Source: an optimization exercise on an open RTL-to-GDS flow (aim: small area). Production flows keep margins and buffers that such runs may drop. Only simulation tests tie the RTL to the original design; equivalence was not proved. Power figures rest on the tool's default switching activity, not on a simulated workload.

==> design.v <==
module fbr_add #(parameter int W = 8)
(
    input  logic [W-1:0] a,
    input  logic [W-1:0] b,
    input  logic         ci,
    output logic [W-1:0] s,
    output logic         co
);
    logic [W:0] c;
    assign c[0] = ci;
    genvar i;
    generate
        for (i = 0; i < W; i = i + 1) begin : g_bit
            assign {c[i+1], s[i]} = a[i] + b[i] + c[i];
        end
    endgenerate
    assign co = c[W];
endmodule
module fbr_sum_eq #(parameter int W = 8, parameter logic [W-1:0] K = '0)
(
    input  logic [W-1:0] a,
    input  logic [W-1:0] b,
    input  logic         ci,
    output logic         eq
);
    logic [W-1:0] x;    
    logic [W-1:0] ok;
    assign x = a ^ b ^ K;
    assign ok[0] = (x[0] == ci);
    genvar i;
    generate
        for (i = 1; i < W; i = i + 1) begin : g_bit
            assign ok[i] = (((a[i-1] & b[i-1]) | (x[i-1] & (a[i-1] ^ b[i-1]))) == x[i]);
        end
    endgenerate
    assign eq = &ok;
endmodule
module fb_read_control #
(
    parameter int BURST_SIZE = 48,
    parameter int PIXEL_SIZE = 24,
    parameter int MEMORY_WIDTH = 128,
    parameter int VOUT_WIDTH = 1280,
    parameter int VOUT_HEIGHT = 720,
    parameter int VOUT_H_FRONT_PORCH = 110,
    parameter int VOUT_H_SYNC_WIDTH = 40,
    parameter int VOUT_H_BACK_PORCH = 220,
    parameter int VOUT_V_FRONT_PORCH = 5,
    parameter int VOUT_V_SYNC_WIDTH = 5,
    parameter int VOUT_V_BACK_PORCH = 20,
    parameter BACKGROUND_TYPE = "GRADIENT"
)
(
    input  logic                    rstn_i,
    input  logic                    vout_clk_i,
    output logic                    vout_hsync_o,
    output logic                    vout_vsync_o,
    output logic                    vout_de_o,
    output logic [7:0]              vout_r_o,
    output logic [7:0]              vout_g_o,
    output logic [7:0]              vout_b_o,
    output logic [10:0]             vout_h_count_o,
    output logic [9:0]              vout_v_count_o,
    input  logic [9:0]              vin_width_i,
    input  logic [8:0]              vin_height_i,
    input  logic [10:0]             vout_width_i,
    input  logic [9:0]              vout_height_i,
    input  logic [PIXEL_SIZE-1:0]   vout_bg_color_i,
    output logic                    vout_buf_data_req_o,
    output logic [8:0]              vout_buf_rd_line_o,
    output logic [9:0]              vout_buf_rd_pixel_o,
    output logic [9:0]              vout_buf_rd_word_o,
    input  logic                    vout_buf_rd_complete_i,
    output logic                    vout_frame_update_o,
    output logic                    vout_buf_rd_en_o,
    input  logic [23:0]             vout_buf_rd_data_i
);
logic [10:0] h;
logic [9:0]  v;
assign vout_h_count_o = h;
assign vout_v_count_o = v;
wire h_last = (h == 11'd1649);
wire v_last = (v == 10'd749);
wire h_zero = (h == 11'd0);
logic [10:0] h_inc;
logic [9:0]  v_inc;
logic        h_co, v_co;
fbr_add #(11) u_h_inc (.a(h), .b(11'd0), .ci(1'b1), .s(h_inc), .co(h_co));
fbr_add #(10) u_v_inc (.a(v), .b(10'd0), .ci(1'b1), .s(v_inc), .co(v_co));
always_ff @(posedge vout_clk_i or negedge rstn_i) begin
    if (!rstn_i) begin
        h <= 0;
        v <= 0;
        vout_frame_update_o <= 0;
    end else begin
        vout_frame_update_o <= h_last & v_last;
        if (h_last) begin
            h <= 0;
            v <= v_last ? 10'd0 : v_inc;
        end else begin
            h <= h_inc;
        end
    end
end
assign vout_hsync_o = (h >= 11'd111) && (h <= 11'd150);
assign vout_vsync_o = ((v == 10'd5) && (h >= 11'd111)) || ((v >= 10'd6) && (v <= 10'd9)) ||
                      ((v == 10'd10) && (h <= 11'd110));
assign vout_de_o = ((h >= 11'd371) && (v >= 10'd30)) || (h_zero && ((v >= 10'd31) || vout_frame_update_o));
logic in_v;
logic active;
logic v_hit, h_hit;
wire [9:0]  qv = {1'b0, vout_height_i[9:1]};
wire [10:0] qh = {1'b0, vout_width_i[10:1]};
fbr_sum_eq #(10, 10'd389)  u_v_hit (.a(v), .b(in_v ? ~qv : qv), .ci(in_v | vout_height_i[0]), .eq(v_hit));
fbr_sum_eq #(11, 11'd1009) u_h_hit (.a(h), .b(active ? ~qh : qh), .ci(active | vout_width_i[0]), .eq(h_hit));
logic [10:0] xcnt;
logic [9:0]  cx;
logic [9:0]  ycnt;
logic [8:0]  cy;
logic        first_line;
logic        prev_active;
logic        rd_pending;
logic [10:0] acc, addend, modulus;
assign acc     = xcnt | ({1'b0, ycnt} & {11{~active}});
assign addend  = active ? {1'b0, vin_width_i} : {2'b00, vin_height_i};
assign modulus = active ? vout_width_i : {1'b0, vout_height_i};
logic [10:0] bsum, bdif, bnext;
logic        binc, bs_co;
fbr_add #(11) u_bsum (.a(acc), .b(addend), .ci(1'b0), .s(bsum), .co(bs_co));
fbr_add #(11) u_bdif (.a(bsum), .b(~modulus), .ci(1'b1), .s(bdif), .co(binc));
assign bnext = binc ? bdif : bsum;
wire xinc = binc;
wire yinc = binc;
logic [9:0] cx_inc;
logic [8:0] cy_inc;
logic       cx_co, cy_co;
fbr_add #(10) u_cx_inc (.a(cx), .b(10'd0), .ci(1'b1), .s(cx_inc), .co(cx_co));
fbr_add #(9)  u_cy_inc (.a(cy), .b(9'd0), .ci(1'b1), .s(cy_inc), .co(cy_co));
always_ff @(posedge vout_clk_i or negedge rstn_i) begin
    if (!rstn_i) begin
        in_v <= 0;
        active <= 0;
        prev_active <= 0;
    end else begin
        prev_active <= active;
        if (h_last) in_v <= in_v ^ v_hit;
        if (active) active <= !h_hit;
        else        active <= in_v & h_hit;
    end
end
always_ff @(posedge vout_clk_i) begin
    rd_pending <= !active || xinc;
    first_line <= !in_v;
    if (active) begin
        xcnt <= bnext;
        if (xinc) cx <= cx_inc;
    end else begin
        xcnt <= 0;
        if (in_v) cx <= 0;
    end
    if (in_v) begin
        if (h_zero && !first_line) begin
            ycnt <= bnext[9:0];
            if (yinc) cy <= cy_inc;
        end
    end else begin
        ycnt <= 0;
        cy <= 0;
    end
end
assign vout_buf_rd_en_o = active && rd_pending;
logic       rd_busy;
logic [5:0] m;
logic [5:0] m3, m_next;
logic       m3_co, mn_co;
assign vout_buf_rd_pixel_o = {m, 4'b0000};
fbr_add #(6) u_m3   (.a({1'b0, m[5:1]}), .b(m), .ci(1'b0), .s(m3), .co(m3_co));
assign vout_buf_rd_word_o  = {2'b00, m3_co, m3, m[0]};
fbr_add #(6) u_mnext (.a(m), .b(6'd3), .ci(1'b0), .s(m_next), .co(mn_co));
logic more;
logic [6:0] more_s;
fbr_add #(7) u_more (.a({1'b0, vin_width_i[9:4]}), .b(~{mn_co, m_next}), .ci(|vin_width_i[3:0]), .s(more_s), .co(more));
wire at_burst_end = (cx[3:0] == 4'hF) && !cx_co && (cx_inc[9:4] == m);
always_ff @(posedge vout_clk_i or negedge rstn_i) begin
    if (!rstn_i) begin
        rd_busy <= 0;
        m <= 0;
        vout_buf_rd_line_o <= 0;
        vout_buf_data_req_o <= 0;
    end else begin
        vout_buf_data_req_o <= 0;
        if (!rd_busy) begin
            if (in_v) begin
                if (h == 11'd110) begin
                    vout_buf_rd_line_o <= cy;
                    m <= 0;
                    vout_buf_data_req_o <= 1;
                    rd_busy <= 1;
                end else if ((h >= 11'd110) && (m == 0)) begin
                    vout_buf_rd_line_o <= cy;
                    m <= 6'd3;
                    vout_buf_data_req_o <= 1;
                    rd_busy <= 1;
                end else if (at_burst_end && more) begin
                    vout_buf_rd_line_o <= cy;
                    m <= m_next;
                    vout_buf_data_req_o <= 1;
                    rd_busy <= 1;
                end
            end
        end else if (vout_buf_rd_complete_i) begin
            rd_busy <= 0;
        end
    end
end
logic [23:0] bg;
logic [23:0] bg_next;
logic [7:0]  hv;
logic        hv_co;
logic [2:0]  bg_co;
fbr_add #(8) u_hv (.a(h[7:0]), .b(v[7:0]), .ci(1'b0), .s(hv), .co(hv_co));
fbr_add #(8) u_bg0 (.a(vout_bg_color_i[7:0]),   .b(hv), .ci(1'b0), .s(bg_next[7:0]),   .co(bg_co[0]));
fbr_add #(8) u_bg1 (.a(vout_bg_color_i[15:8]),  .b(hv), .ci(1'b0), .s(bg_next[15:8]),  .co(bg_co[1]));
fbr_add #(8) u_bg2 (.a(vout_bg_color_i[23:16]), .b(hv), .ci(1'b0), .s(bg_next[23:16]), .co(bg_co[2]));
logic bg_valid;
wire  show_bg = bg_valid & ~prev_active;
assign {vout_r_o, vout_g_o, vout_b_o} = ({24{prev_active}} & vout_buf_rd_data_i) | ({24{show_bg}} & bg);
always_ff @(posedge vout_clk_i or negedge rstn_i) begin
    if (!rstn_i) begin
        bg_valid <= 0;
    end else begin
        bg_valid <= 1;
    end
end
always_ff @(posedge vout_clk_i) begin
    bg <= bg_next;
end
endmodule
==> flow/run.sh <==
#!/bin/bash
# Layout flow: the standard ORFS flow (standard.sh) with these changes:
#  - port buffers use the smallest buffer cell (buf_1);
#  - clock tree synthesis uses clkbuf_4/clkbuf_8 and inserts no dummy loads;
#  - after the standard synthesis, the combinational logic is optimised further, registers untouched:
#    flow/polarity.py removes inverters around full-adder cells, then ABC maps the logic between
#    registers, full adders and half adders again with an area-oriented script
#    (flow/abc_resynth.script). Each result is proven equal to the synthesized netlist
#    (flip-flops cut into ports, SAT miter); a netlist that is not proven equal is not used.
# Each tool writes its full output to its own log file in this folder.
set -uo pipefail
export BUFFER_PORTS_ARGS="-buffer_cell sky130_fd_sc_hd__buf_1"
export CTS_ARGS="-sink_clustering_enable -repair_clock_nets -dont_use_dummy_load -buf_list {sky130_fd_sc_hd__clkbuf_4 sky130_fd_sc_hd__clkbuf_8}"
R=orfs/results/${FLOW_PLATFORM:-sky130hd}/fb_read_control/base
LIB=$FLOW_HOME/platforms/sky130hd/lib/sky130_fd_sc_hd__tt_025C_1v80.lib
PERIOD_PS=$(awk "BEGIN{print int(${FLOW_PERIOD_NS:-8} * 1000)}")

bash standard.sh synth > synth.log 2>&1 || exit 1
cp "$R/1_2_yosys.v" synth_netlist.v
python3 flow/cutff.py synth_netlist.v eq_gold.v > cutff.log 2>&1 || exit 1

# prove NETLIST equal to the synthesized one; log to equiv_TAG.log
prove() {
  python3 flow/cutff.py "$1" "eq_$2.v" >> cutff.log 2>&1 || return 1
  yosys -p "read_liberty -overwrite -ignore_miss_func $LIB; read_verilog eq_gold.v; rename fb_read_control gold; read_verilog eq_$2.v; rename fb_read_control gate; hierarchy -check; flatten; miter -equiv -flatten -make_outputs gold gate miter; hierarchy -top miter; sat -verify -prove trigger 0 miter" > "equiv_$2.log" 2>&1
}

use=synth_netlist.v
if python3 flow/polarity.py synth_netlist.v polarity_netlist.v > polarity.log 2>&1 && prove polarity_netlist.v polarity; then
  use=polarity_netlist.v
fi
KEEP=$(grep -o "sky130_fd_sc_hd__[a-z0-9_]*" $use | sort -u | grep -E "__(df|edf|fa_|ha_|conb)" | tr '\n' ' ')
if yosys -p "read_liberty -overwrite -ignore_miss_func $LIB; read_verilog $use; blackbox $KEEP; hierarchy -top fb_read_control; flatten; opt_clean; abc -script flow/abc_resynth.script -liberty $LIB $(cat flow/dont_use.txt) -constr flow/abc.constr -D $PERIOD_PS; opt_clean -purge; stat -liberty $LIB; write_verilog -noattr -noexpr resynth_netlist.v" > resynth.log 2>&1 && prove resynth_netlist.v resynth; then
  use=resynth_netlist.v
fi
echo "using $use" > netlist_choice.log
if [[ $use != synth_netlist.v ]]; then
  cp $use "$R/1_2_yosys.v"
  rm -f "$R/1_synth.odb" "$R/1_synth.sdc"
fi

bash standard.sh > standard_flow.log 2>&1
==> flow/abc.constr <==
set_driving_cell sky130_fd_sc_hd__buf_1
set_load 5
==> flow/abc_resynth.script <==
&get -n
&st
&dch -f
&nf -a -R 1000
&st
&syn2
&dch -f
&nf -a -R 1000
&put
topo
stime -c
buffer -c
upsize -c
dnsize -c
==> flow/cutff.py <==
#!/usr/bin/env python3
"""Turn a mapped netlist combinational: each flip-flop becomes input ports for its outputs and
output ports for its inputs, named after the flip-flop. usage: cutff.py IN.v OUT.v"""
import re, sys
src = open(sys.argv[1]).read()
CELL_RE = re.compile(r"^(\s*)(sky130_fd_sc_hd__\w+)\s+(\S+)\s*\((.*?)\);", re.S | re.M)
ports_in, ports_out, assigns = [], [], []
def clean(n): return re.sub(r"[^A-Za-z0-9_]", "_", n)
def fmt(n): return n + " " if n.startswith("\\") else n
out = []; last = 0
for m in CELL_RE.finditer(src):
    typ = m.group(2).split("__")[1]
    out.append(src[last:m.start()]); last = m.end()
    if not re.match(r"(df|edf|sdf|dl)", typ):
        out.append(src[m.start():m.end()]); continue
    name = clean(m.group(3))
    for p, n in re.findall(r"\.(\w+)\(\s*(.*?)\s*\)\s*(?:,|$)", m.group(4), re.S):
        if p == "CLK": continue
        pn = f"ff_{name}_{p}"
        if p in ("Q", "Q_N"):
            ports_in.append(pn); assigns.append(f"  assign {fmt(n)} = {pn};\n")
        else:
            ports_out.append(pn); assigns.append(f"  assign {pn} = {fmt(n)};\n")
out.append(src[last:])
text = "".join(out)
hdr = re.search(r"module fb_read_control\((.*?)\);", text, re.S)
newhdr = "module fb_read_control(" + hdr.group(1) + ", " + ", ".join(ports_in + ports_out) + ");\n"
decl = "".join(f"  input {p};\n" for p in ports_in) + "".join(f"  output {p};\n" for p in ports_out)
text = text[:hdr.start()] + newhdr + decl + text[hdr.end():]
end = text.rindex("endmodule")
text = text[:end] + "".join(assigns) + text[end:]
open(sys.argv[2], "w").write(text)
==> flow/dont_use.txt <==
-dont_use sky130_fd_sc_hd__lpflow_bleeder_1 -dont_use sky130_fd_sc_hd__lpflow_clkbufkapwr_1 -dont_use sky130_fd_sc_hd__lpflow_clkbufkapwr_16 -dont_use sky130_fd_sc_hd__lpflow_clkbufkapwr_2 -dont_use sky130_fd_sc_hd__lpflow_clkbufkapwr_4 -dont_use sky130_fd_sc_hd__lpflow_clkbufkapwr_8 -dont_use sky130_fd_sc_hd__lpflow_clkinvkapwr_1 -dont_use sky130_fd_sc_hd__lpflow_clkinvkapwr_16 -dont_use sky130_fd_sc_hd__lpflow_clkinvkapwr_2 -dont_use sky130_fd_sc_hd__lpflow_clkinvkapwr_4 -dont_use sky130_fd_sc_hd__lpflow_clkinvkapwr_8 -dont_use sky130_fd_sc_hd__lpflow_decapkapwr_12 -dont_use sky130_fd_sc_hd__lpflow_decapkapwr_3 -dont_use sky130_fd_sc_hd__lpflow_decapkapwr_4 -dont_use sky130_fd_sc_hd__lpflow_decapkapwr_6 -dont_use sky130_fd_sc_hd__lpflow_decapkapwr_8 -dont_use sky130_fd_sc_hd__lpflow_inputiso0n_1 -dont_use sky130_fd_sc_hd__lpflow_inputiso0p_1 -dont_use sky130_fd_sc_hd__lpflow_inputiso1n_1 -dont_use sky130_fd_sc_hd__lpflow_inputiso1p_1 -dont_use sky130_fd_sc_hd__lpflow_inputisolatch_1 -dont_use sky130_fd_sc_hd__lpflow_isobufsrc_1 -dont_use sky130_fd_sc_hd__lpflow_isobufsrc_16 -dont_use sky130_fd_sc_hd__lpflow_isobufsrc_2 -dont_use sky130_fd_sc_hd__lpflow_isobufsrc_4 -dont_use sky130_fd_sc_hd__lpflow_isobufsrc_8 -dont_use sky130_fd_sc_hd__lpflow_isobufsrckapwr_16 -dont_use sky130_fd_sc_hd__lpflow_lsbuf_lh_hl_isowell_tap_1 -dont_use sky130_fd_sc_hd__lpflow_lsbuf_lh_hl_isowell_tap_2 -dont_use sky130_fd_sc_hd__lpflow_lsbuf_lh_hl_isowell_tap_4 -dont_use sky130_fd_sc_hd__lpflow_lsbuf_lh_isowell_4 -dont_use sky130_fd_sc_hd__lpflow_lsbuf_lh_isowell_tap_1 -dont_use sky130_fd_sc_hd__lpflow_lsbuf_lh_isowell_tap_2 -dont_use sky130_fd_sc_hd__lpflow_lsbuf_lh_isowell_tap_4 -dont_use sky130_fd_sc_hd__probe_p_8 -dont_use sky130_fd_sc_hd__probec_p_8 
==> flow/polarity.py <==
#!/usr/bin/env python3
"""Remove inverters around full-adder cells of a mapped sky130 netlist.

A full adder computes SUM = A^B^CIN and COUT = MAJ(A,B,CIN); fed with all three inputs inverted
it gives both outputs inverted. Yosys's adder extraction often leaves chains whose carries or
operands go through inverters. This script picks, for each fa cell, whether to feed it inverted
inputs, so that the number of inverters needed is smallest, and rewrites the netlist: every
inverter not on an output port is removed and at most one inverter per signal is put back.

usage: polarity.py IN.v OUT.v
"""
import re
import sys
from collections import defaultdict

OUT_PINS = {"X", "Y", "Q", "Q_N", "SUM", "COUT", "HI", "LO"}
CELL_RE = re.compile(r"^(\s*)(sky130_fd_sc_hd__\w+)\s+(\S+)\s*\((.*?)\);", re.S | re.M)
PIN_RE = re.compile(r"\.(\w+)\(\s*(.*?)\s*\)(?=\s*[,)]|\s*$)", re.S)


def parse_pins(body):
    pins = []
    for part in body.split("\n"):
        part = part.strip().rstrip(",")
        if not part:
            continue
        m = re.match(r"\.(\w+)\((.*)\)$", part)
        if not m:
            raise SystemExit(f"cannot parse pin: {part!r}")
        pins.append((m.group(1), m.group(2).strip()))
    return pins


def main():
    src = open(sys.argv[1]).read()
    out_path = sys.argv[2]

    out_ports = set()
    for m in re.finditer(r"^\s*output\s+(\[\d+:\d+\]\s+)?(\S+);", src, re.M):
        out_ports.add(m.group(2))

    def is_port_net(net):
        base = net.lstrip("\\").split("[")[0].strip()
        return base in out_ports

    cells = []
    for m in CELL_RE.finditer(src):
        typ = m.group(2).split("__")[1]
        cells.append({"span": m.span(), "indent": m.group(1), "type": typ, "name": m.group(3),
                      "pins": parse_pins(m.group(4))})

    def is_inv(c):
        return re.match(r"(clk)?inv_\d+$", c["type"]) is not None

    def is_fa(c):
        return re.match(r"fa_\d+$", c["type"]) is not None

    driver = {}
    for i, c in enumerate(cells):
        for p, n in c["pins"]:
            if p in OUT_PINS:
                driver[n] = (i, p)

    inv_in = {}
    for i, c in enumerate(cells):
        if is_inv(c):
            d = dict(c["pins"])
            inv_in[d["Y"]] = d["A"]

    def root(net):
        par = 0
        seen = set()
        while net in inv_in and net not in seen:
            seen.add(net)
            net = inv_in[net]
            par ^= 1
        return net, par

    # demands: (cell index or None for port, pin, root, parity)
    demands = []
    for i, c in enumerate(cells):
        if is_inv(c):
            continue
        for p, n in c["pins"]:
            if p in OUT_PINS:
                continue
            r, par = root(n)
            demands.append((i, p, r, par))
    # output ports driven through inverters keep their inverters (frozen roots)
    frozen = set()
    for n in list(inv_in):
        if is_port_net(n):
            frozen.add(root(n)[0])
    port_driven = set(n for n in driver if is_port_net(n))

    fa_idx = [i for i, c in enumerate(cells) if is_fa(c)]
    fa_out_root = {}
    for i in fa_idx:
        for p, n in cells[i]["pins"]:
            if p in ("SUM", "COUT"):
                fa_out_root[n] = i
    flippable = set(i for i in fa_idx
                    if not any((n if p in ("SUM", "COUT") else root(n)[0]) in frozen
                               or (p in ("SUM", "COUT") and n in port_driven)
                               for p, n in cells[i]["pins"]))

    by_root = defaultdict(list)
    for d in demands:
        by_root[d[2]].append(d)

    def cost(flip):
        total = 0
        for r, ds in by_root.items():
            if r in frozen:
                continue
            prod = flip.get(fa_out_root.get(r), 0)
            if any((par ^ flip.get(i, 0)) != prod for i, p, rr, par in ds):
                total += 1
        return total

    flip = {}
    best = cost(flip)
    start = best
    improved = True
    while improved:
        improved = False
        for i in sorted(flippable):
            flip[i] = 1 - flip.get(i, 0)
            c = cost(flip)
            if c < best:
                best = c
                improved = True
            else:
                flip[i] = 1 - flip[i]
        # pairs of adders joined by a carry
        for i in sorted(flippable):
            for p, n in cells[i]["pins"]:
                if p != "COUT":
                    continue
                for d in by_root.get(n, []):
                    j = d[0]
                    if j is None or j not in flippable or j == i:
                        continue
                    flip[i] = 1 - flip.get(i, 0)
                    flip[j] = 1 - flip.get(j, 0)
                    c = cost(flip)
                    if c < best:
                        best = c
                        improved = True
                    else:
                        flip[i] = 1 - flip[i]
                        flip[j] = 1 - flip[j]

    import random
    rng = random.Random(1)
    fl = sorted(flippable)
    for _ in range(200):
        trial = dict(flip)
        for i in rng.sample(fl, min(len(fl), rng.randint(1, 6))):
            trial[i] = 1 - trial.get(i, 0)
        tc = cost(trial)
        changed = True
        while changed:
            changed = False
            for i in fl:
                trial[i] = 1 - trial.get(i, 0)
                c = cost(trial)
                if c < tc:
                    tc = c
                    changed = True
                else:
                    trial[i] = 1 - trial[i]
        if tc < best:
            best, flip = tc, trial

    n_inv_before = sum(1 for c in cells if is_inv(c))
    n_frozen_inv = 0
    keep_inv = set()
    for i, c in enumerate(cells):
        if is_inv(c):
            d = dict(c["pins"])
            if root(d["Y"])[0] in frozen:
                keep_inv.add(i)
    n_frozen_inv = len(keep_inv)

    # rewrite
    def fmt(n):
        return n + " " if n.startswith("\\") else n

    new_nets = {}
    inv_lines = []
    indent = cells[0]["indent"] if cells else "  "

    def comp_net(r):
        if r not in new_nets:
            base = r.lstrip("\\").strip()
            nn = "\\" + base + "_pn "
            new_nets[r] = nn
            inv_lines.append(f"{indent}sky130_fd_sc_hd__inv_1 \\pol_inv_{len(new_nets)} (\n"
                             f"    .A({fmt(r)}),\n    .Y({nn})\n  );\n")
        return new_nets[r]

    pieces = []
    last = 0
    for i, c in enumerate(cells):
        a, b = c["span"]
        pieces.append(src[last:a])
        last = b
        if is_inv(c) and i not in keep_inv:
            continue
        if is_inv(c):
            pieces.append(src[a:b])
            continue
        f = flip.get(i, 0)
        pin_txt = []
        for p, n in c["pins"]:
            if p in OUT_PINS:
                pin_txt.append(f".{p}({fmt(n)})")
                continue
            r, par = root(n)
            if r in frozen:
                if f:
                    raise SystemExit("flipped cell reads a frozen signal")
                pin_txt.append(f".{p}({fmt(n)})")
                continue
            want = par ^ f
            prod = flip.get(fa_out_root.get(r), 0)
            pin_txt.append(f".{p}({fmt(r) if want == prod else comp_net(r)})")
        pieces.append(f"{c['indent']}sky130_fd_sc_hd__{c['type']} {c['name']} (\n    "
                      + ",\n    ".join(pin_txt) + "\n  );")
    pieces.append(src[last:])
    text = "".join(pieces)
    decl = "".join(f"  wire {nn};\n" for nn in new_nets.values())
    end = text.rindex("endmodule")
    text = text[:end] + "".join(inv_lines) + text[end:]
    # declare the new wires after the port list
    m = re.search(r"\);\n", text)
    text = text[:m.end()] + decl + text[m.end():]
    open(out_path, "w").write(text)
    print(f"inverters before {n_inv_before}, kept on ports {n_frozen_inv}, "
          f"needed before {start}, after {best}, adders flipped {sum(flip.values())}, "
          f"written {len(new_nets) + n_frozen_inv}")


if __name__ == "__main__":
    main()
==> standard.sh <==
#!/bin/bash
# synth_recipe.tcl (not shown) runs the flow's synth.tcl, then flattens the netlist and writes it again
# the make line also repeats each setting of config.mk as NAME=value (left out here)
make -C /OpenROAD-flow-scripts/flow DESIGN_CONFIG=/design/flow/config.mk WORK_HOME=/design/flow/orfs CLKGATE_MAP_FILE= SYNTH_SCRIPT=/design/flow/synth_recipe.tcl "${@:-finish}"
==> config.mk <==
export PLATFORM = sky130hd
export DESIGN_NAME = fb_read_control
export DESIGN_NICKNAME = fb_read_control
export VERILOG_FILES = /design/flow/design.v
export SDC_FILE = /design/flow/constraint.sdc
export NUM_CORES = 4
export LEC_CHECK = 0
export CAP_MARGIN = 20
export CORE_MARGIN = 2
export CORE_UTILIZATION = 40
export SLEW_MARGIN = 20
==> constraint.sdc <==
create_clock -name core_clock -period 8.0 [get_ports {vout_clk_i}]
set_input_delay 1.6000 -clock core_clock [delete_from_list [all_inputs] [get_ports {vout_clk_i}]]
set_output_delay 1.6000 -clock core_clock [all_outputs]
set_load 0.01 [all_outputs]
==> results of run 1 <==
-- power groups by stage --
stage | clock network, W | logic (W) | registers [W]
detailed placement | 0 | 0.000776 | 0.000780
CTS | 0.000286 | 0.000783 | 0.000769
floorplan | 0 | 0.000571 | 0.000766
finish | 0.000277 | 0.000771 | 0.000768
global placement | 0 | 0.000762 | 0.000777
global route | 0.000307 | 0.000916 | 0.000783
-- cells in the final DEF, fill, tap and decap left out, types with 4 or more instances in the layout --
| master | n |
|---|---|
| nand4_1 | 5 |
| inv_1 | 40 |
| nand3_1 | 5 |
| ha_1 | 79 |
| xnor2_1 | 24 |
| fa_1 | 47 |
| nor4_1 | 4 |
| a21o_1 | 6 |
| o21ai_0 | 29 |
| a211oi_1 | 9 |
| conb_1 | 7 |
| edfxtp_1 | 10 |
| nand2_1 | 25 |
| dfrtp_1 | 42 |
| mux2i_1 | 17 |
| mux2_2 | 9 |
| dfxtp_1 | 56 |
| clkbuf_8 | 9 |
| buf_1 | 163 |
| a22o_1 | 29 |
| a21oi_1 | 22 |
| xor2_1 | 29 |
| and2_1 | 19 |
| buf_4 | 7 |
| nor2_1 | 48 |
| nor3_1 | 7 |
-- per-layer routing --
metal	GRT usage, %	wire [um]	vias to the layer above
li1	-	-	2497
met5	0	0	-
met1	27.03	8204	2397
met3	3.105	837	17
met2	29.29	7197	144
met4	6.134	258	0
-- sequential cells by signal, indices dropped and copies added (netlist names) --
register             cells
bg                      24
h                       11
xcnt                    11
cx                      10
v                       10
ycnt                    10
cy                       9
vout_buf_rd_line_o       9
m                        6
active                   1
bg_valid                 1
first_line               1
in_v                     1
prev_active              1
rd_busy                  1
rd_pending               1
vout_buf_data_req_o      1
vout_frame_update_o      1
-- path summary, 6_finish.rpt --
check / startpoint / end / slack, ps
setup / recovery: vin_width_i[0] / cy[2]$_SDFFE_PN0P_ / 430
hold / removal: ycnt[4]$_SDFFE_PN0P_ / ycnt[4]$_SDFFE_PN0P_ / 500
setup reg to reg: active$_DFF_PN0_ / cy[2]$_SDFFE_PN0P_ / 1110
hold reg to reg: ycnt[4]$_SDFFE_PN0P_ / ycnt[4]$_SDFFE_PN0P_ / 500
max in group asynchronous: rstn_i / active$_DFF_PN0_ / 6220
min in group asynchronous: rstn_i / prev_active$_DFF_PN0_ / 1310
-- layout make-up --
cell class                      count  share of cell area, %
Clock buffer                        9                  1.557
Sequential cell                   109                  31.41
Multi-Input combinational cell    462                  52.89
Tap cell                          225                  3.539
Inverter                           41                  1.935
Timing Repair Buffer              172                  8.668
-- worst reg2reg max path: cells and delay by family (launching register included) --
family,cells,cell delay (ps)
buf+inv,4,490
fa+ha+maj,11,4880
simple gates,2,580
flops,1,480
compound gates,2,360
-- stage by stage --
step	hold WS, ps	worst slack (ps)
CTS	502.3	443.0
global route	525.1	28.24
detailed placement	492.5	55.24
global placement	492.4	81.26
floorplan	375.8	108.7
finish	502.4	425.8
==> metrics.yaml, run 1 <==
status: "no timing/DRC/antenna violations"
hold_viol: 0
overflow: 0
area_growth_pct: 14.58
ys.warnings.count: 1
die_h_um: 135.7
clk_pin_slew_ps: 90
p_total_w: 0.001816
place.port_buffers: 164
crit_path_cell_trace: "buf_1 > mux2_2 > ha_1 > inv_1 > fa_1 > fa_1 > fa_1 > fa_1 > fa_1 > fa_1 > fa_1 > fa_1 > fa_1 > inv_1 > fa_1 > inv_1 > fa_1 > or3_1 > o21ai_0 > nor2_1"
slowest_delay_ps: 520
fmaxAchievable_mhz: 132.0
worst_path_max_delay_cell: "or3_1"
clk_latency_ps: 390
fin_cells: 1018
grt_max_degree: 44
p_leak_nw: 3.652
final_area_um2: 7954
peakVddDrop_mv: 0.1478
hold_depth: 2
die_x_um: 135.7
rows: 48
switchingPower_w: 0.0006701
seqPwrFrac_pct: 42.3
htreeDepth: 3
fill_cells: 1659
finish.utilization_pct: 46.47
finalCritPeriodShare_pct: 94.68
ios: 171
synth.avg_cell_area_um2: 11.02
p_comb_share_pct: 42.4
dp.cells: 1009
post_cts_buffers: 0
worstPathRequired_ps: 8280
timing.slew.headroom_pct: 47.34
setup_viol: 0
grt_pass1_wl_um: 26430
rsz0062_at_grt: "false"
fp.coreArea_um2: 17120
cts_made_buffers: 9
syn_inst: 630
grt_usage_pct: 18.91
tightest_slew_ps: 789.9
cts_root_buf: "clkbuf_8"
initial_core_util_pct: 40.56
rr_worst_depth: 19
grt_pass1_vias: 4994
power.share.clock_pct: 15.3
place_area_um2: 7830
finalClockSkew_ps: 25.50
cp-start-kind: "input port"
diodes: 0
swShare_pct: 36.90
cell_internal_pwr_w: 0.001146
cp_num_cells: 20
clockBufferDepth: 2
ant_nets: 0
path_class: "input port to flip-flop"
final.setup.tns_ps: 0
routed_wl_um: 16500
cts_resized: 0
powerDensity_nw_per_um2: 228.3
seqCellArea_um2: 2499
synth_area_um2: 6942
crit_arrival_ps: 7860
critPathTopFamily: "adder cells"
drive_gt1_share_pct: 5.170
wl_per_cell_um: 16.21
viasPerCell: 4.966
cts_tree: "yes"
end_kind: "flip-flop"
drv_slew: 0
firstDrtPassIters: 4
drc: 0
fin_crit_ps: 7574
die_area_um2: 18420
multi_input_area_um2: 4207
cts.hold.buffers_added: 0
antenna_found_initial: 0
drt_iter0_drc: 204
cts_num_sinks: 109
place_congestion: 0.8204
place_hpwl_um: 13010
crit_buf_inv: 4
final_nets: 1012
crit_top_cell: "fa_1"
path_max_fanout: 7
vias: 5055
hp-class: "flip-flop to flip-flop"
drv_cap: 0
==> run 2: changes to the inputs <==
==> flow/abc_resynth.script (replaced) <==
&get -n
&st
&dch -f
&nf -a -R 1000
&st
&syn2
&dch -f
&nf -a -R 1000
&put
topo
stime -c
dnsize -c
==> run 2 against run 1 <==
- clock power about the same
- combinational power increased by 2.7%
- wire length increased by 2.4%
- sequential cell count unchanged
- largest cell class unchanged
- largest power group unchanged
==> metrics.yaml, run 2 <==
hold_viol: 0
crit_top_cell: "fa_1"
rr_worst_depth: 20
r2r-start: "active$_DFF_PN0_"
crit_arrival_ps: 7900
reg_top3: "bg x24, h x11, xcnt x11"
worst_path_max_delay_cell: "fa_1"
peakVddDrop_mv: 0.1548
hold-worst-slack_ps: 496.3
slowest_delay_ps: 500
drt_iter0_drc: 278
crit_buf_inv: 5
path_class: "input port to flip-flop"
largest-register: "bg"
antenna_found_initial: 0
cp-start-kind: "input port"
finish.utilization_pct: 47.62
cts_made_buffers: 9
final_cell_mix: "buf_1, ha_1, dfxtp_1"
finalCritPeriodShare_pct: 95.46
routed_wl_um: 16890
cts_tree: "yes"
grt_pass1_vias: 5325
synth.avg_cell_area_um2: 11.12
critPathTopFamily: "adder cells"
p_leak_nw: 3.493
status: "no timing/DRC/antenna violations"
cts_num_sinks: 109
grt_usage_pct: 19.61
clockBufferDepth: 2
place.port_buffers: 164
layout_setup_ws_ps: 363.4
cts_root_buf: "clkbuf_8"
clk_pin_slew_ps: 80
end_kind: "flip-flop"
worstHoldEndpoint: "vout_buf_rd_line_o[7]$_DFFE_PN0P_"
fp.coreArea_um2: 16520
place_congestion: 0.8936
firstDrtPassIters: 4
hp-class: "flip-flop to flip-flop"
hold_depth: 1
vias: 5182
viasPerCell: 5.105
tightest_slew_ps: 772.9
drive_gt1_share_pct: 2.893
rows: 47
die_h_um: 133.9
ys.warnings.count: 1
fin_crit_ps: 7637
rrSetupSlack_ps: 1090
powerDensity_nw_per_um2: 233.1
grt_pass1_wl_um: 27430
final_nets: 1014
path_max_fanout: 7
synth_area_um2: 6750
reg2reg_to: "cy[7]$_SDFFE_PN0P_"
drv_slew: 0
largest_reg_flops: 24
ios: 171
finalClockSkew_ps: 28.54
diodes: 0
cts_resized: 0
post_cts_buffers: 0
place_hpwl_um: 13530
pre_cts_ws_ps: -374.2
syn_inst: 607
drv_cap: 0
fmaxAchievable_mhz: 130.9
htreeDepth: 3
worstPathRequired_ps: 8270
initial_core_util_pct: 40.85
crit_path_cell_trace: "buf_1 > mux2_1 > ha_1 > clkinv_1 > fa_1 > fa_1 > fa_1 > fa_1 > fa_1 > fa_1 > fa_1 > fa_1 > fa_1 > clkinv_1 > fa_1 > clkinv_1 > fa_2 > buf_4 > or3_1 > o21ai_0 > nor2_1"
clk_latency_ps: 390
cts.hold.buffers_added: 0
overflow: 0
drc: 0
die_x_um: 133.9
rsz0062_at_grt: "false"
worstHoldStart: "vout_buf_rd_line_o[7]$_DFFE_PN0P_"
die_area_um2: 17930
p_total_w: 0.001834
setup_viol: 0
ant_nets: 0
wl_per_cell_um: 16.64
grt_max_degree: 44
timing.slew.headroom_pct: 48.47
final_common_cell: "buf_1"
area_growth_pct: 16.57
-- run 2: cell count changes in the layout (fill, tap and decap cells not counted), moves of 9 or more --
cell,delta
inv_1,-40
and2_1,-19
mux2_1,+11
and2_0,+19
clkinv_1,+41
mux2_2,-9
-- run 2: final cells by class --
cell class / count / area (um^2)
Tap cell: 220 / 275.3
Multi-Input combinational cell: 462 / 4125
Sequential cell: 109 / 2499
Fill cell: 1548 / 8656
Clock buffer: 9 / 123.9
Timing Repair Buffer: 174 / 691.9
Inverter: 41 / 153.9
-- run 2: metal layers --
layer | vias to the layer above | global-route usage [%] | wire [um]
li1 | 2498 | - | -
met1 | 2522 | 25.64 | 7496
met2 | 145 | 33.11 | 8192
met3 | 17 | 3.439 | 926
met4 | 0 | 6.383 | 270
met5 | - | 0 | 0
-- run 2: worst max path at each step --
stage | cells past startpoint | startpoint | end | slack [ps]
after CTS | 20 | vin_width_i[0] | cy[8]$_SDFFE_PN0P_ | 40
after floorplan | 18 | vin_width_i[0] | cx[0]$_SDFFCE_PN0P_ | 50
final | 21 | vin_width_i[0] | cy[7]$_SDFFE_PN0P_ | 360
after detailed placement | 20 | vin_width_i[0] | cy[8]$_SDFFE_PN0P_ | -370
after global routing | 20 | vin_width_i[0] | cy[8]$_SDFFE_PN0P_ | 20
after global placement | 20 | vin_width_i[0] | cy[8]$_SDFFE_PN0P_ | -270
-- run 2: per-stage QoR --
step                instances  setup TNS, ps  area [um^2]
floorplan                 612              0         6773
global placement         1006          -1185         7740
detailed placement       1006          -2253         7740
CTS                      1015              0         7864
global route             1015              0         7869
finish                   1015              0         7869
-- run 2: where the power goes --
| part | leakage, nW | switching, W | internal (W) |
|---|---|---|---|
| clock network | 0.0647 | 0.000172 | 0.000102 |
| logic | 2.31 | 0.000455 | 0.000337 |
| registers | 1.12 | 0.0000601 | 0.000709 |
| total | 3.49 | 0.000687 | 0.00115 |
-- run 2: worst register-to-register path: stages (launching register included) --
cell	delay, ps
dfrtp_2	480
clkinv_1	80
buf_4	270
a21oi_1	150
fa_1	430
fa_1	460
fa_1	470
fa_1	470
fa_1	460
fa_1	470
fa_1	470
fa_1	460
fa_1	500
clkinv_1	80
fa_1	180
clkinv_1	90
fa_2	400
buf_4	170
or3_1	470
o21ai_0	200
nor2_1	50
==> run 3: changes to the inputs <==
--- a/flow/run.sh
+++ b/flow/run.sh
@@ -10,7 +10,7 @@
 # Each tool writes its full output to its own log file in this folder.
 set -uo pipefail
 export BUFFER_PORTS_ARGS="-buffer_cell sky130_fd_sc_hd__buf_1"
-export CTS_ARGS="-sink_clustering_enable -repair_clock_nets -dont_use_dummy_load -buf_list {sky130_fd_sc_hd__clkbuf_4 sky130_fd_sc_hd__clkbuf_8}"
+export CTS_ARGS="-sink_clustering_enable -repair_clock_nets -dont_use_dummy_load -sink_clustering_size 40 -sink_clustering_max_diameter 250 -buf_list {sky130_fd_sc_hd__clkbuf_8 sky130_fd_sc_hd__clkbuf_16}"
 R=orfs/results/${FLOW_PLATFORM:-sky130hd}/fb_read_control/base
 LIB=$FLOW_HOME/platforms/sky130hd/lib/sky130_fd_sc_hd__tt_025C_1v80.lib
 PERIOD_PS=$(awk "BEGIN{print int(${FLOW_PERIOD_NS:-8} * 1000)}")
==> flow/abc_resynth.script (replaced) <==
&get -n
&st
&dch -f
&nf -a -R 1000
&st
&syn2
&dch -f
&nf -a -R 1000
&put
topo
stime -c
buffer -c
upsize -c
dnsize -c
==> run 3 against run 2 <==
- register-to-register slack better by 30 ps
- non-clock buffer count down 2
- first-iteration DRC count decreased by 28%
- worst hold slack improved by 3.8 ps
- maximum frequency grew 0.36%
- largest power group unchanged
==> metrics.yaml, run 3 <==
status: "no timing/DRC/antenna violations"
drv_cap: 0
reg_top3: "bg x24, h x11, xcnt x11"
ys.warnings.count: 1
path_class: "input port to flip-flop"
ios: 171
fin_crit_ps: 7609
antenna_found_initial: 0
finalCritPeriodShare_pct: 95.11
timing.slew.headroom_pct: 47.38
synth_area_um2: 6942
die_h_um: 135.7
place.port_buffers: 164
end_kind: "flip-flop"
finalClockSkew_ps: 18.77
grt_pass1_wl_um: 26440
drt_iter0_drc: 200
clk_pin_slew_ps: 70
largest_reg_flops: 24
htreeDepth: 3
syn_inst: 630
overflow: 0
rrSetupSlack_ps: 1120
final.setup.tns_ps: 0
fin_cells: 1018
cts_root_buf: "clkbuf_16"
clk_latency_ps: 350
reg2reg_to: "cy[1]$_SDFFE_PN0P_"
grt_max_degree: 44
rsz0062_at_grt: "false"
p_leak_nw: 3.699
clockBufferDepth: 2
worstHoldStart: "ycnt[4]$_SDFFE_PN0P_"
rr_worst_depth: 19
die_x_um: 135.7
hold_depth: 2
die_area_um2: 18420
hp-class: "flip-flop to flip-flop"
cts_tree: "yes"
cts_num_sinks: 109
ant_nets: 0
post_cts_buffers: 0
setup_viol: 0
vias: 5082
rows: 48
final_cell_mix: "buf_1, ha_1, dfxtp_1"
final_common_cell: "buf_1"
routed_wl_um: 16560
wl_per_cell_um: 16.27
diodes: 0
fmaxAchievable_mhz: 131.4
firstDrtPassIters: 5
powerDensity_nw_per_um2: 239.7
peakVddDrop_mv: 0.1598
drc: 0
cts_made_buffers: 9
drive_gt1_share_pct: 5.170
dp.cells: 1009
grt_usage_pct: 18.83
path_max_fanout: 7
final_nets: 1012
synth.avg_cell_area_um2: 11.02
hold_viol: 0
grt_pass1_vias: 5000
r2r-start: "active$_DFF_PN0_"
fill_cells: 1647
initial_core_util_pct: 40.56
area_growth_pct: 16.10
viasPerCell: 4.992
fp.coreArea_um2: 17120
cp-start-kind: "input port"
place_congestion: 0.8204
crit_arrival_ps: 7850
drv_slew: 0
worstHoldEndpoint: "ycnt[4]$_SDFFE_PN0P_"
largest-register: "bg"
tightest_slew_ps: 789.2
worstPathRequired_ps: 8240
place_hpwl_um: 13010
## run 3: area by class of cell
class / count / area, um^2 / share of cell area, %
flip-flops and latches: 109 / 2499 / 31.00
repair buffers: 172 / 693.2 / 8.601
inverters: 41 / 153.9 / 1.910
well taps: 225 / 281.5 / 3.493
multi-input cells: 462 / 4207 / 52.20
clock buffers: 9 / 225.2 / 2.795
## run 3: worst max path at each step
stage | startpoint | endpoint | slack, ps
floorplan | vin_width_i[0] | cx[0]$_SDFFCE_PN0P_ | 110
global placement | vin_width_i[0] | cy[1]$_SDFFE_PN0P_ | 80
detailed placement | vin_width_i[0] | cy[5]$_SDFFE_PN0P_ | 60
CTS | vin_width_i[0] | cy[1]$_SDFFE_PN0P_ | 390
global route | vin_width_i[0] | cy[7]$_SDFFE_PN0P_ | 20
finish | vin_width_i[0] | cy[1]$_SDFFE_PN0P_ | 390
## run 3: metal layers
| metal | share of wire [%] | up-vias | wire length (um) | global-route usage (%) |
|---|---|---|---|---|
| met2 | 44 | 148 | 7219 | 29.41 |
| li1 | - | 2500 | - | - |
| met3 | 6.5 | 15 | 1080 | 3.330 |
| met5 | 0 | - | 0 | 0 |
| met1 | 49 | 2419 | 8047 | 27.12 |
| met4 | 1.3 | 0 | 212 | 4.745 |
## run 3: repair_timing
action	CTS	global route
hold buffers	0	0
setup endpoints to repair	0	1
gates resized for setup	0	1
## run 3: report_power, final
group	leakage (nW)	internal [W]	switching, W	total (W)
combinational	2.47	0.000340	0.000437	0.000776
sequential	1.12	0.000709	0.0000595	0.000769
clock	0.111	0.000199	0.000187	0.000386
## run 3: critical path, stage by stage
cell     delay, ps
buf_1           80
mux2_2         150
ha_1           140
inv_1           50
fa_1           440
fa_1           480
fa_1           470
fa_1           470
fa_1           460
fa_1           480
fa_1           470
fa_1           460
fa_1           500
inv_1           90
fa_1           170
inv_1           50
fa_1           510
or3_1          520
o21ai_0        200
nor2_1          50
## run 3: through the flow
step	hold WS, ps	utilization (%)	cell area, um^2	power [W]	worst slack, ps
2_1_floorplan	375.8	-	6960	0.001337	108.7
3_3_place_gp	492.4	45.75	7830	0.001539	81.26
3_5_place_dp	492.5	45.75	7830	0.001556	55.24
4_1_cts	500.0	47.06	8055	0.001950	393.7
5_1_grt	520.5	47.08	8059	0.002124	22.34
6_report	500.1	47.08	8059	0.001931	390.8
==> run 4: changes to the inputs <==
==> flow/run.sh (replaced) <==
#!/bin/bash
# Layout flow: the standard ORFS flow (standard.sh) with these changes:
#  - port buffers use the smallest buffer cell (buf_1);
#  - clock tree synthesis uses clkbuf_4/clkbuf_8 and inserts no dummy loads;
#  - after the standard synthesis, the combinational logic is optimised further; registers are
#    untouched. flow/polarity.py removes inverters around full-adder cells, then ABC maps the
#    logic between registers and full adders again with an area-oriented script
#    (flow/abc_resynth.script), once with the half-adder cells kept and once with them opened up;
#    the smaller netlist is used. Each netlist is proven equal to the synthesized one (flip-flops
#    cut into ports, SAT miter); a netlist that is not proven equal is not used.
# Each tool writes its full output to its own log file in this folder.
set -uo pipefail
export BUFFER_PORTS_ARGS="-buffer_cell sky130_fd_sc_hd__buf_1"
export CTS_ARGS="-sink_clustering_enable -repair_clock_nets -dont_use_dummy_load -buf_list {sky130_fd_sc_hd__clkbuf_4 sky130_fd_sc_hd__clkbuf_8}"
R=orfs/results/${FLOW_PLATFORM:-sky130hd}/fb_read_control/base
LIB=$FLOW_HOME/platforms/sky130hd/lib/sky130_fd_sc_hd__tt_025C_1v80.lib
PERIOD_PS=$(awk "BEGIN{print int(${FLOW_PERIOD_NS:-8} * 1000)}")

bash standard.sh synth > synth.log 2>&1 || exit 1
cp "$R/1_2_yosys.v" synth_netlist.v
python3 flow/cutff.py synth_netlist.v eq_gold.v > cutff.log 2>&1 || exit 1

# prove NETLIST equal to the synthesized one; log to equiv_TAG.log
prove() {
  python3 flow/cutff.py "$1" "eq_$2.v" >> cutff.log 2>&1 || return 1
  yosys -p "read_liberty -overwrite -ignore_miss_func $LIB; read_verilog eq_gold.v; rename fb_read_control gold; read_verilog eq_$2.v; rename fb_read_control gate; hierarchy -check; flatten; miter -equiv -flatten -make_outputs gold gate miter; hierarchy -top miter; sat -verify -prove trigger 0 miter" > "equiv_$2.log" 2>&1
}
# cell area of a netlist
area() {
  yosys -p "read_liberty -lib $LIB; read_verilog $1; stat -liberty $LIB" > "area_$2.log" 2>&1
  awk '/Chip area for module/ {print $NF}' "area_$2.log" | tail -1
}

use=synth_netlist.v
best=$(area synth_netlist.v synth)
start=synth_netlist.v
if python3 flow/polarity.py synth_netlist.v polarity_netlist.v > polarity.log 2>&1 && prove polarity_netlist.v polarity; then
  start=polarity_netlist.v
  a=$(area polarity_netlist.v polarity)
  if awk "BEGIN{exit !($a < $best)}"; then use=polarity_netlist.v; best=$a; fi
fi
# resynthesis keeping these cells: flip-flops, tie cells, full adders (and half adders in "ha")
for tag in noha ha; do
  pat='__(df|edf|conb|fa_)'
  [[ $tag == ha ]] && pat='__(df|edf|conb|fa_|ha_)'
  KEEP=$(grep -o "sky130_fd_sc_hd__[a-z0-9_]*" $start | sort -u | grep -E "$pat" | tr '\n' ' ')
  out=resynth_$tag.v
  if yosys -p "read_liberty -overwrite -ignore_miss_func $LIB; read_verilog $start; blackbox $KEEP; hierarchy -top fb_read_control; flatten; opt_clean; abc -script flow/abc_resynth.script -liberty $LIB $(cat flow/dont_use.txt) -constr flow/abc.constr -D $PERIOD_PS; opt_clean -purge; write_verilog -noattr -noexpr $out" > "resynth_$tag.log" 2>&1 && prove $out $tag; then
    a=$(area $out $tag)
    if awk "BEGIN{exit !($a < $best)}"; then use=$out; best=$a; fi
  fi
done
echo "using $use, cell area $best" > netlist_choice.log
if [[ $use != synth_netlist.v ]]; then
  cp $use "$R/1_2_yosys.v"
  rm -f "$R/1_synth.odb" "$R/1_synth.sdc"
fi

bash standard.sh > standard_flow.log 2>&1
==> flow/abc_resynth.script (replaced) <==
&get -n
&st
&dch -f
&nf -a -R 1000
&st
&syn2
&dch -f
&nf -a -R 1000
&put
topo
stime -c
dnsize -c
--- a/config.mk
+++ b/config.mk
@@ -5,7 +5,7 @@
 export SDC_FILE = /design/flow/constraint.sdc
 export NUM_CORES = 4
 export LEC_CHECK = 0
-export CAP_MARGIN = 20
+export CAP_MARGIN = 0
 export CORE_MARGIN = 2
 export CORE_UTILIZATION = 40
-export SLEW_MARGIN = 20
+export SLEW_MARGIN = 0
==> run 4 against run 3 <==
- still clean on timing, DRC and antenna
- clock skew grew 19 ps
- critical path depth grew 4
- maximum frequency shrank 0.62%
- synthesized cell count grew 2.1%
- combinational power shrank 85%
- sequential share of layout area grew 2.1 points
==> metrics.yaml, run 4 <==
rows: 46
fin_crit_ps: 7657
rsz0062_at_grt: "false"
seqCellArea_um2: 2497
peakVddDrop_mv: 0.07884
largest-register: "bg"
powerDensity_nw_per_um2: 126.1
p_leak_nw: 2.847
setup_viol: 0
routed_wl_um: 16830
top_usage_layer: "met2"
path_class: "input port to flip-flop"
drive_gt1_share_pct: 3.369
grt_pass1_vias: 5279
final_nets: 971
drv_cap: 0
p_total_w: 0.0009525
use_met3_pct: 4.275
overflow: 0
timing.slew.headroom_pct: 49.42
wl_per_cell_um: 16.08
ys.warnings.count: 1
place_hpwl_um: 13290
hold_viol: 0
multi_input_area_um2: 3866
area_growth_pct: 17.71
grt_max_degree: 44
status: "no timing/DRC/antenna violations"
worstPathRequired_ps: 8280
viasPerCell: 5.243
place_congestion: 0.8514
synth.avg_cell_area_um2: 9.978
pre_cts_ws_ps: -125.2
htreeDepth: 3
clk_latency_ps: 390
drt_iter0_drc: 329
finish.utilization_pct: 47.89
cts_made_buffers: 9
path_max_fanout: 6
ant_nets: 0
clockBufferDepth: 2
fin_cells: 1047
die_h_um: 130.7
hp-class: "flip-flop to flip-flop"
gr-usage-met1_pct: 26.79
die_x_um: 130.7
reg_top3: "bg x24, h x11, xcnt x11"
layout_setup_ws_ps: 343.1
vias: 5489
fmaxAchievable_mhz: 130.6
fp.coreArea_um2: 15770
initial_core_util_pct: 40.69
dp.cells: 1038
grt_use_met2_pct: 33.12
drc: 0
cts.hold.buffers_added: 0
antenna_found_initial: 0
clk_pin_slew_ps: 110
cts_num_sinks: 109
synth_area_um2: 6416
crit_arrival_ps: 7940
end_kind: "flip-flop"
final_cell_mix: "buf_1, nor2_1, dfxtp_1"
finalClockSkew_ps: 38.17
ios: 171
diodes: 0
grt_usage_pct: 20.10
firstDrtPassIters: 4
cts_tree: "yes"
cp-start-kind: "input port"
tightest_slew_ps: 758.6
die_area_um2: 17070
cts_root_buf: "clkbuf_8"
fill_cells: 1535
grt_pass1_wl_um: 26570
final_common_cell: "buf_1"
largest_reg_flops: 24
finalCritPeriodShare_pct: 95.71
syn_inst: 643
drv_slew: 0
place.port_buffers: 164
run 4: final timing paths:
| kind | cells after the start | end | slack, ps | start |
|---|---|---|---|---|
| setup / recovery | 24 | cy[8]$_SDFFE_PN0P_ | 340 | vin_height_i[0] |
| hold / removal | 2 | vout_buf_rd_line_o[4]$_DFFE_PN0P_ | 490 | cy[4]$_SDFFE_PN0P_ |
| setup reg to reg | 22 | cy[8]$_SDFFE_PN0P_ | 1010 | active$_DFF_PN0_ |
| hold reg to reg | 2 | vout_buf_rd_line_o[4]$_DFFE_PN0P_ | 490 | cy[4]$_SDFFE_PN0P_ |
| max in group asynchronous | 2 | v[1]$_DFFE_PN0N_ | 6260 | rstn_i |
| min in group asynchronous | 2 | vout_buf_rd_line_o[5]$_DFFE_PN0P_ | 1260 | rstn_i |
run 4: where the power goes:
group	switching, W	internal, W	total, W
clock	0.000171	0.000102	0.000273
sequential	0.00000263	0.000562	0.000565
combinational	0.0000665	0.0000481	0.000115
run 4: cell type report:
class | count | share of cell area [%]
Multi-Input combinational cell | 512 | 51.19
Clock buffer | 9 | 1.640
Tap cell | 216 | 3.579
Timing Repair Buffer | 174 | 9.162
Sequential cell | 109 | 33.07
Inverter | 27 | 1.359
run 4: layer usage:
metal  part of all wire [%]  wire length, um
met5                      0                0
met3                    6.2             1041
met2                     49             8192
met1                     44             7340
met4                    1.5              259
run 4: critical path: stages:
cell and delay (ps):
buf_1 80, o21ai_0 70, nor2_1 90, a31oi_1 80, fa_2 410, fa_1 460
fa_1 480, fa_1 480, fa_1 460, fa_1 470, fa_1 460, fa_1 460
fa_1 510, clkinv_1 80, fa_1 170, clkinv_1 70, fa_2 370, nor3_4 220
and3_4 240, nand3_1 120, nor2_2 120, and3_2 230, and3_1 160, nor3_1 40
run 4: metrics by stage:
stage	setup TNS [ps]	hold WS, ps	instance area [um^2]
floorplan	0	439.0	6454
global placement	0	468.0	7421
detailed placement	-190.3	459.8	7421
CTS	0	491.7	7545
global route	0	526.6	7552
finish	0	485.3	7552
run 4: timing repair:
action / CTS / global route
setup buffers: 0 / 0
endpoints found under the setup margin: 0 / 2
gates resized for setup: 0 / 2
==> run 5: changes to the inputs <==
--- a/config.mk
+++ b/config.mk
@@ -5,7 +5,7 @@
 export SDC_FILE = /design/flow/constraint.sdc
 export NUM_CORES = 4
 export LEC_CHECK = 0
-export CAP_MARGIN = 0
+export CAP_MARGIN = 20
 export CORE_MARGIN = 2
 export CORE_UTILIZATION = 40
-export SLEW_MARGIN = 0
+export SLEW_MARGIN = 20
==> run 5 against run 4 <==
- critical path depth unchanged
- area after synthesis is the same
- clock skew is the same
- critical path type unchanged
==> metrics.yaml, run 5 <==
clk_pin_slew_ps: 110
clk_latency_ps: 390
antenna_found_initial: 0
setup_viol: 0
worstPathRequired_ps: 8280
hold_viol: 0
tightest_slew_ps: 758.6
initial_core_util_pct: 40.69
rsz0062_at_grt: "false"
area_growth_pct: 17.71
crit_arrival_ps: 7940
top_usage_layer: "met2"
final_cell_mix: "buf_1, nor2_1, dfxtp_1"
diodes: 0
viasPerCell: 5.243
vias: 5489
seqCellArea_um2: 2497
rows: 46
hp-class: "flip-flop to flip-flop"
drt_iter0_drc: 329
ant_nets: 0
synth.avg_cell_area_um2: 9.978
finalCritPeriodShare_pct: 95.71
finalClockSkew_ps: 38.17
place_congestion: 0.8514
die_h_um: 130.7
use_met3_pct: 4.275
syn_inst: 643
final.setup.tns_ps: 0
ys.warnings.count: 1
cts_root_buf: "clkbuf_8"
status: "no timing/DRC/antenna violations"
final_common_cell: "buf_1"
path_class: "input port to flip-flop"
cts_made_buffers: 9
multi_input_area_um2: 3866
ios: 171
end_kind: "flip-flop"
place_area_um2: 7421
synth_area_um2: 6416
grt_max_degree: 44
drive_gt1_share_pct: 3.369
final_nets: 971
timing.slew.headroom_pct: 49.42
grt_use_met2_pct: 33.12
cts_resized: 0
gr-usage-met1_pct: 26.79
final_area_um2: 7552
overflow: 0
p_leak_nw: 2.847
place.port_buffers: 164
worstHoldStart: "cy[4]$_SDFFE_PN0P_"
fin_crit_ps: 7657
cts.hold.buffers_added: 0
timing.critical_path.from: "vin_height_i[0]"
firstDrtPassIters: 4
htreeDepth: 3
die_area_um2: 17070
clockBufferDepth: 2
peakVddDrop_mv: 0.07884
cts_tree: "yes"
drv_slew: 0
powerDensity_nw_per_um2: 126.1
die_x_um: 130.7
rrSetupSlack_ps: 1010
largest_reg_flops: 24
grt_pass1_wl_um: 26570
place_hpwl_um: 13290
fill_cells: 1535
routed_wl_um: 16830
wl_per_cell_um: 16.08
path_max_fanout: 6
drc: 0
fp.coreArea_um2: 15770
fmaxAchievable_mhz: 130.6
cts_num_sinks: 109
grt_pass1_vias: 5279
largest-register: "bg"
reg_top3: "bg x24, h x11, xcnt x11"
cp-start-kind: "input port"
drv_cap: 0
grt_usage_pct: 20.10
post_cts_buffers: 0
r2r-start: "active$_DFF_PN0_"
-- run 5: layout make-up --
cell class | count | area share [%]
Multi-Input combinational cell | 512 | 51.19
Sequential cell | 109 | 33.07
Timing Repair Buffer | 174 | 9.162
Tap cell | 216 | 3.579
Clock buffer | 9 | 1.640
Inverter | 27 | 1.359
-- run 5: worst paths after layout --
check | cells after the start | to
min in group asynchronous | 2 | vout_buf_rd_line_o[5]$_DFFE_PN0P_
max in group asynchronous | 2 | v[1]$_DFFE_PN0N_
max | 24 | cy[8]$_SDFFE_PN0P_
max reg2reg | 22 | cy[8]$_SDFFE_PN0P_
min | 2 | vout_buf_rd_line_o[4]$_DFFE_PN0P_
min reg2reg | 2 | vout_buf_rd_line_o[4]$_DFFE_PN0P_
-- run 5: metrics by stage --
step	util, %	worst slack [ps]	cells	total power, W	hold slack (ps)
floorplan	-	26.35	648	0.0006412	439.0
global placement	47.06	16.48	1038	0.0006885	468.0
detailed placement	47.06	-125.2	1038	0.0006927	459.8
CTS	47.84	299.8	1047	0.0009644	491.7
global route	47.89	4.607	1047	0.0009995	526.6
finish	47.89	343.1	1047	0.0009525	485.3
-- run 5: worst max-delay path, cell delays in order --
cell,delay [ps]
buf_1,80
o21ai_0,70
nor2_1,90
a31oi_1,80
fa_2,410
fa_1,460
fa_1,480
fa_1,480
fa_1,460
fa_1,470
fa_1,460
fa_1,460
fa_1,510
clkinv_1,80
fa_1,170
clkinv_1,70
fa_2,370
nor3_4,220
and3_4,240
nand3_1,120
nor2_2,120
and3_2,230
and3_1,160
nor3_1,40
-- run 5: layer usage --
metal | routed length, um | vias to the layer above
met5 | 0 | -
met4 | 259 | 0
met3 | 1041 | 16
met2 | 8192 | 188
met1 | 7340 | 2628
li1 | - | 2657
-- run 5: where the power goes --
| part | leakage [nW] | internal, W | switching, W |
|---|---|---|---|
| registers | 1.10 | 0.000562 | 0.00000263 |
| clock network | 0.0647 | 0.000102 | 0.000171 |
| logic | 1.68 | 0.0000481 | 0.0000665 |
| total | 2.85 | 0.000712 | 0.000241 |
==> run 6: changes to the inputs <==
--- a/design.v
+++ b/design.v
@@ -16,20 +16,23 @@
     endgenerate
     assign co = c[W];
 endmodule
-module fbr_sum_eq #(parameter int W = 8, parameter logic [W-1:0] K = '0)
-(
-    input  logic [W-1:0] a,
-    input  logic [W-1:0] b,
-    input  logic         ci,
-    output logic         eq
+module fbr_sum_eq2
+(
+    input  logic        sel_v,
+    input  logic [10:0] a,
+    input  logic [10:0] b,
+    input  logic        ci,
+    output logic        eq
 );
-    logic [W-1:0] x;    
-    logic [W-1:0] ok;
-    assign x = a ^ b ^ K;
+    logic [10:0] k;
+    logic [10:0] x;
+    logic [10:0] ok;
+    assign k = sel_v ? 11'd389 : 11'd1009;
+    assign x = a ^ b ^ k;
     assign ok[0] = (x[0] == ci);
     genvar i;
     generate
-        for (i = 1; i < W; i = i + 1) begin : g_bit
+        for (i = 1; i < 11; i = i + 1) begin : g_bit
             assign ok[i] = (((a[i-1] & b[i-1]) | (x[i-1] & (a[i-1] ^ b[i-1]))) == x[i]);
         end
     endgenerate
@@ -82,6 +85,8 @@
 wire h_last = (h == 11'd1649);
 wire v_last = (v == 10'd749);
 wire h_zero = (h == 11'd0);
+logic bg_valid;
+assign vout_frame_update_o = h_zero & (v == 10'd0) & bg_valid;
 logic [10:0] h_inc;
 logic [9:0]  v_inc;
 logic        h_co, v_co;
@@ -91,9 +96,7 @@
     if (!rstn_i) begin
         h <= 0;
         v <= 0;
-        vout_frame_update_o <= 0;
-    end else begin
-        vout_frame_update_o <= h_last & v_last;
+    end else begin
         if (h_last) begin
             h <= 0;
             v <= v_last ? 10'd0 : v_inc;
@@ -111,8 +114,14 @@
 logic v_hit, h_hit;
 wire [9:0]  qv = {1'b0, vout_height_i[9:1]};
 wire [10:0] qh = {1'b0, vout_width_i[10:1]};
-fbr_sum_eq #(10, 10'd389)  u_v_hit (.a(v), .b(in_v ? ~qv : qv), .ci(in_v | vout_height_i[0]), .eq(v_hit));
-fbr_sum_eq #(11, 11'd1009) u_h_hit (.a(h), .b(active ? ~qh : qh), .ci(active | vout_width_i[0]), .eq(h_hit));
+logic hit;
+fbr_sum_eq2 u_hit (.sel_v(h_last),
+                   .a(h_last ? {1'b0, v} : h),
+                   .b(h_last ? (in_v ? {1'b1, ~qv} : {1'b0, qv}) : (active ? ~qh : qh)),
+                   .ci(h_last ? (in_v | vout_height_i[0]) : (active | vout_width_i[0])),
+                   .eq(hit));
+assign v_hit = hit;
+assign h_hit = hit;
 logic [10:0] xcnt;
 logic [9:0]  cx;
 logic [9:0]  ycnt;
@@ -143,9 +152,14 @@
         prev_active <= 0;
     end else begin
         prev_active <= active;
-        if (h_last) in_v <= in_v ^ v_hit;
-        if (active) active <= !h_hit;
-        else        active <= in_v & h_hit;
+        if (h_last) begin
+            in_v <= in_v ^ v_hit;
+            active <= 0;
+        end else if (active) begin
+            active <= !h_hit;
+        end else begin
+            active <= in_v & h_hit;
+        end
     end
 end
 always_ff @(posedge vout_clk_i) begin
@@ -222,7 +236,6 @@
 fbr_add #(8) u_bg0 (.a(vout_bg_color_i[7:0]),   .b(hv), .ci(1'b0), .s(bg_next[7:0]),   .co(bg_co[0]));
 fbr_add #(8) u_bg1 (.a(vout_bg_color_i[15:8]),  .b(hv), .ci(1'b0), .s(bg_next[15:8]),  .co(bg_co[1]));
 fbr_add #(8) u_bg2 (.a(vout_bg_color_i[23:16]), .b(hv), .ci(1'b0), .s(bg_next[23:16]), .co(bg_co[2]));
-logic bg_valid;
 wire  show_bg = bg_valid & ~prev_active;
 assign {vout_r_o, vout_g_o, vout_b_o} = ({24{prev_active}} & vout_buf_rd_data_i) | ({24{show_bg}} & bg);
 always_ff @(posedge vout_clk_i or negedge rstn_i) begin
==> run 6 against run 5 <==
- count of clock-buffer cells in the layout unchanged
- die area is 0.95% lower
- worst hold slack worse by 28 ps
- sequential power grew 11%
- register-to-register slack improved by 200 ps
- still clean
==> metrics.yaml, run 6 <==
final_cell_mix: "buf_1, nand2_1, nor2_1"
cts_tree: "yes"
diodes: 0
viasPerCell: 4.996
drv_cap: 0
cts_resized: 0
ant_nets: 0
place.port_buffers: 164
drv_slew: 0
place_area_um2: 7397
path_max_fanout: 3
grt_usage_pct: 19.23
path_class: "input port to flip-flop"
area_growth_pct: 18.39
multi_input_area_um2: 3844
grt_pass1_wl_um: 25160
synth.avg_cell_area_um2: 9.641
cts_root_buf: "clkbuf_8"
cp-start-kind: "input port"
largest_reg_flops: 24
final_common_cell: "buf_1"
fp.coreArea_um2: 15710
die_h_um: 130.0
final_nets: 995
final_area_um2: 7522
hp-class: "flip-flop to flip-flop"
htreeDepth: 3
cts_num_sinks: 108
antenna_found_initial: 0
seqCellArea_um2: 2475
synth_area_um2: 6354
worstPathRequired_ps: 8270
fill_cells: 1561
syn_inst: 659
ios: 171
timing.slew.headroom_pct: 47.84
setup_viol: 0
vias: 5326
grt_max_degree: 43
finalCritPeriodShare_pct: 94.46
reg_top3: "bg x24, h x11, xcnt x11"
initial_core_util_pct: 40.44
peakVddDrop_mv: 0.1194
wl_per_cell_um: 14.74
routed_wl_um: 15710
tightest_slew_ps: 782.4
firstDrtPassIters: 4
end_kind: "flip-flop"
clockBufferDepth: 2
fmaxAchievable_mhz: 132.3
finalClockSkew_ps: 32.83
hold_depth: 2
overflow: 0
rsz0062_at_grt: "false"
finish.utilization_pct: 47.87
die_area_um2: 16910
final.setup.tns_ps: 0
hold_viol: 0
rr_worst_depth: 24
rows: 46
drive_gt1_share_pct: 4.471
hold-worst-slack_ps: 457.4
place_congestion: 0.8416
fin_crit_ps: 7557
cts_made_buffers: 9
clk_pin_slew_ps: 90
drc: 0
powerDensity_nw_per_um2: 205.0
largest-register: "bg"
grt_pass1_vias: 4948
post_cts_buffers: 0
die_x_um: 130.0
ys.warnings.count: 1
clk_latency_ps: 390
drt_iter0_drc: 230
p_leak_nw: 3.020
status: "no timing/DRC/antenna violations"
p_total_w: 0.001542
place_hpwl_um: 11970
cts.hold.buffers_added: 0
crit_arrival_ps: 7830
run 6: worst paths after layout:
path	from	end	slack, ps
worst max-delay path	vin_height_i[0]	cy[8]$_SDFFE_PN0P_	440
max in group asynchronous	rstn_i	active$_DFF_PN0_	6300
worst max register to register	active$_DFF_PN0_	cy[8]$_SDFFE_PN0P_	1210
worst min-delay path	cy[5]$_SDFFE_PN0P_	vout_buf_rd_line_o[5]$_DFFE_PN0P_	460
worst min register to register	cy[5]$_SDFFE_PN0P_	vout_buf_rd_line_o[5]$_DFFE_PN0P_	460
min in group asynchronous	rstn_i	v[3]$_DFFE_PN0P_	1290
run 6: power by group:
group / total [W] / switching [W] / internal, W / leakage, nW
Sequential: 0.000626 / 0.0000287 / 0.000597 / 1.14
Clock: 0.000272 / 0.000170 / 0.000102 / 0.0647
Combinational: 0.000644 / 0.000376 / 0.000268 / 1.82
run 6: area by class of cell:
class	count	share of cell area, %
Sequential cell	108	32.90
Multi-Input combinational cell	531	51.10
Clock buffer	9	1.647
Inverter	25	1.264
Tap cell	216	3.593
Timing Repair Buffer	177	9.498
run 6: critical path, cell delays in order:
cell	delay (ps)
buf_1	90
o21ai_0	90
nand2_1	90
nand2_1	80
fa_2	590
clkinv_1	80
fa_1	440
fa_1	420
fa_1	420
fa_1	420
fa_1	420
fa_1	420
fa_1	430
fa_2	380
fa_1	390
clkinv_1	60
fa_2	200
nor3_2	60
and2_0	180
and3_1	190
and3_1	200
and2_1	170
and3_1	200
o21ai_0	150
a21oi_1	50
run 6: metal layers:
layer / global-route usage (%) / up-vias / wire length, um
li1: - / 2693 / -
met1: 28.51 / 2491 / 7695
met2: 29.17 / 131 / 7037
met3: 3.485 / 11 / 822
met4: 4.997 / 0 / 157
met5: 0 / - / 0
run 6: through the flow:
step | worst slack [ps] | std cells
finish | 443.0 | 1066
detailed placement | 7.085 | 1057
floorplan | 34.96 | 664
global placement | 51.87 | 1057
global route | 41.07 | 1066
CTS | 407.8 | 1066

-- what the ideal ports hide --
No port has a modelled driver above. Below, the same layouts with a new extraction and two added sets of constraints. Step 1 assumes that a clkbuf_16 drives the clock port and a buf_2 every other input. Step 2 moves the port delays by t, midway between the first and last clock arrival at a register: inputs arrive t later, outputs are due t later. That takes back most of the time a late clock gives input paths. Slacks: ideal ports / drivers / drivers and shift; pairs: ideal ports / drivers.
run | shift t [ns] | slack for setup (ns) | worst setup path at the end | latest minus earliest clock arrival (ns) | worst data-port slew with drivers (ns)
run 1 | 0.414 | 0.426 / 0.440 / 0.026 | input to register | 0.026 / 0.026 | 0.04
run 2 | 0.417 | 0.363 / 0.378 / -0.040 | input to register | 0.030 / 0.031 | 0.05
run 3 | 0.388 | 0.391 / 0.411 / 0.023 | input to register | 0.019 / 0.019 | 0.04
run 4 | 0.409 | 0.343 / 0.354 / -0.055 | input to register | 0.038 / 0.038 | 0.06
run 5 | 0.409 | 0.343 / 0.354 / -0.055 | input to register | 0.038 / 0.038 | 0.06
run 6 | 0.411 | 0.443 / 0.457 / 0.046 | input to register | 0.033 / 0.033 | 0.06
Met with ideal ports but missed after step 2: setup timing in run 2, run 4 and run 5. For run 2, which loses most, drivers alone change the setup slack by +0.015 ns; drivers and shift together by -0.403 ns.
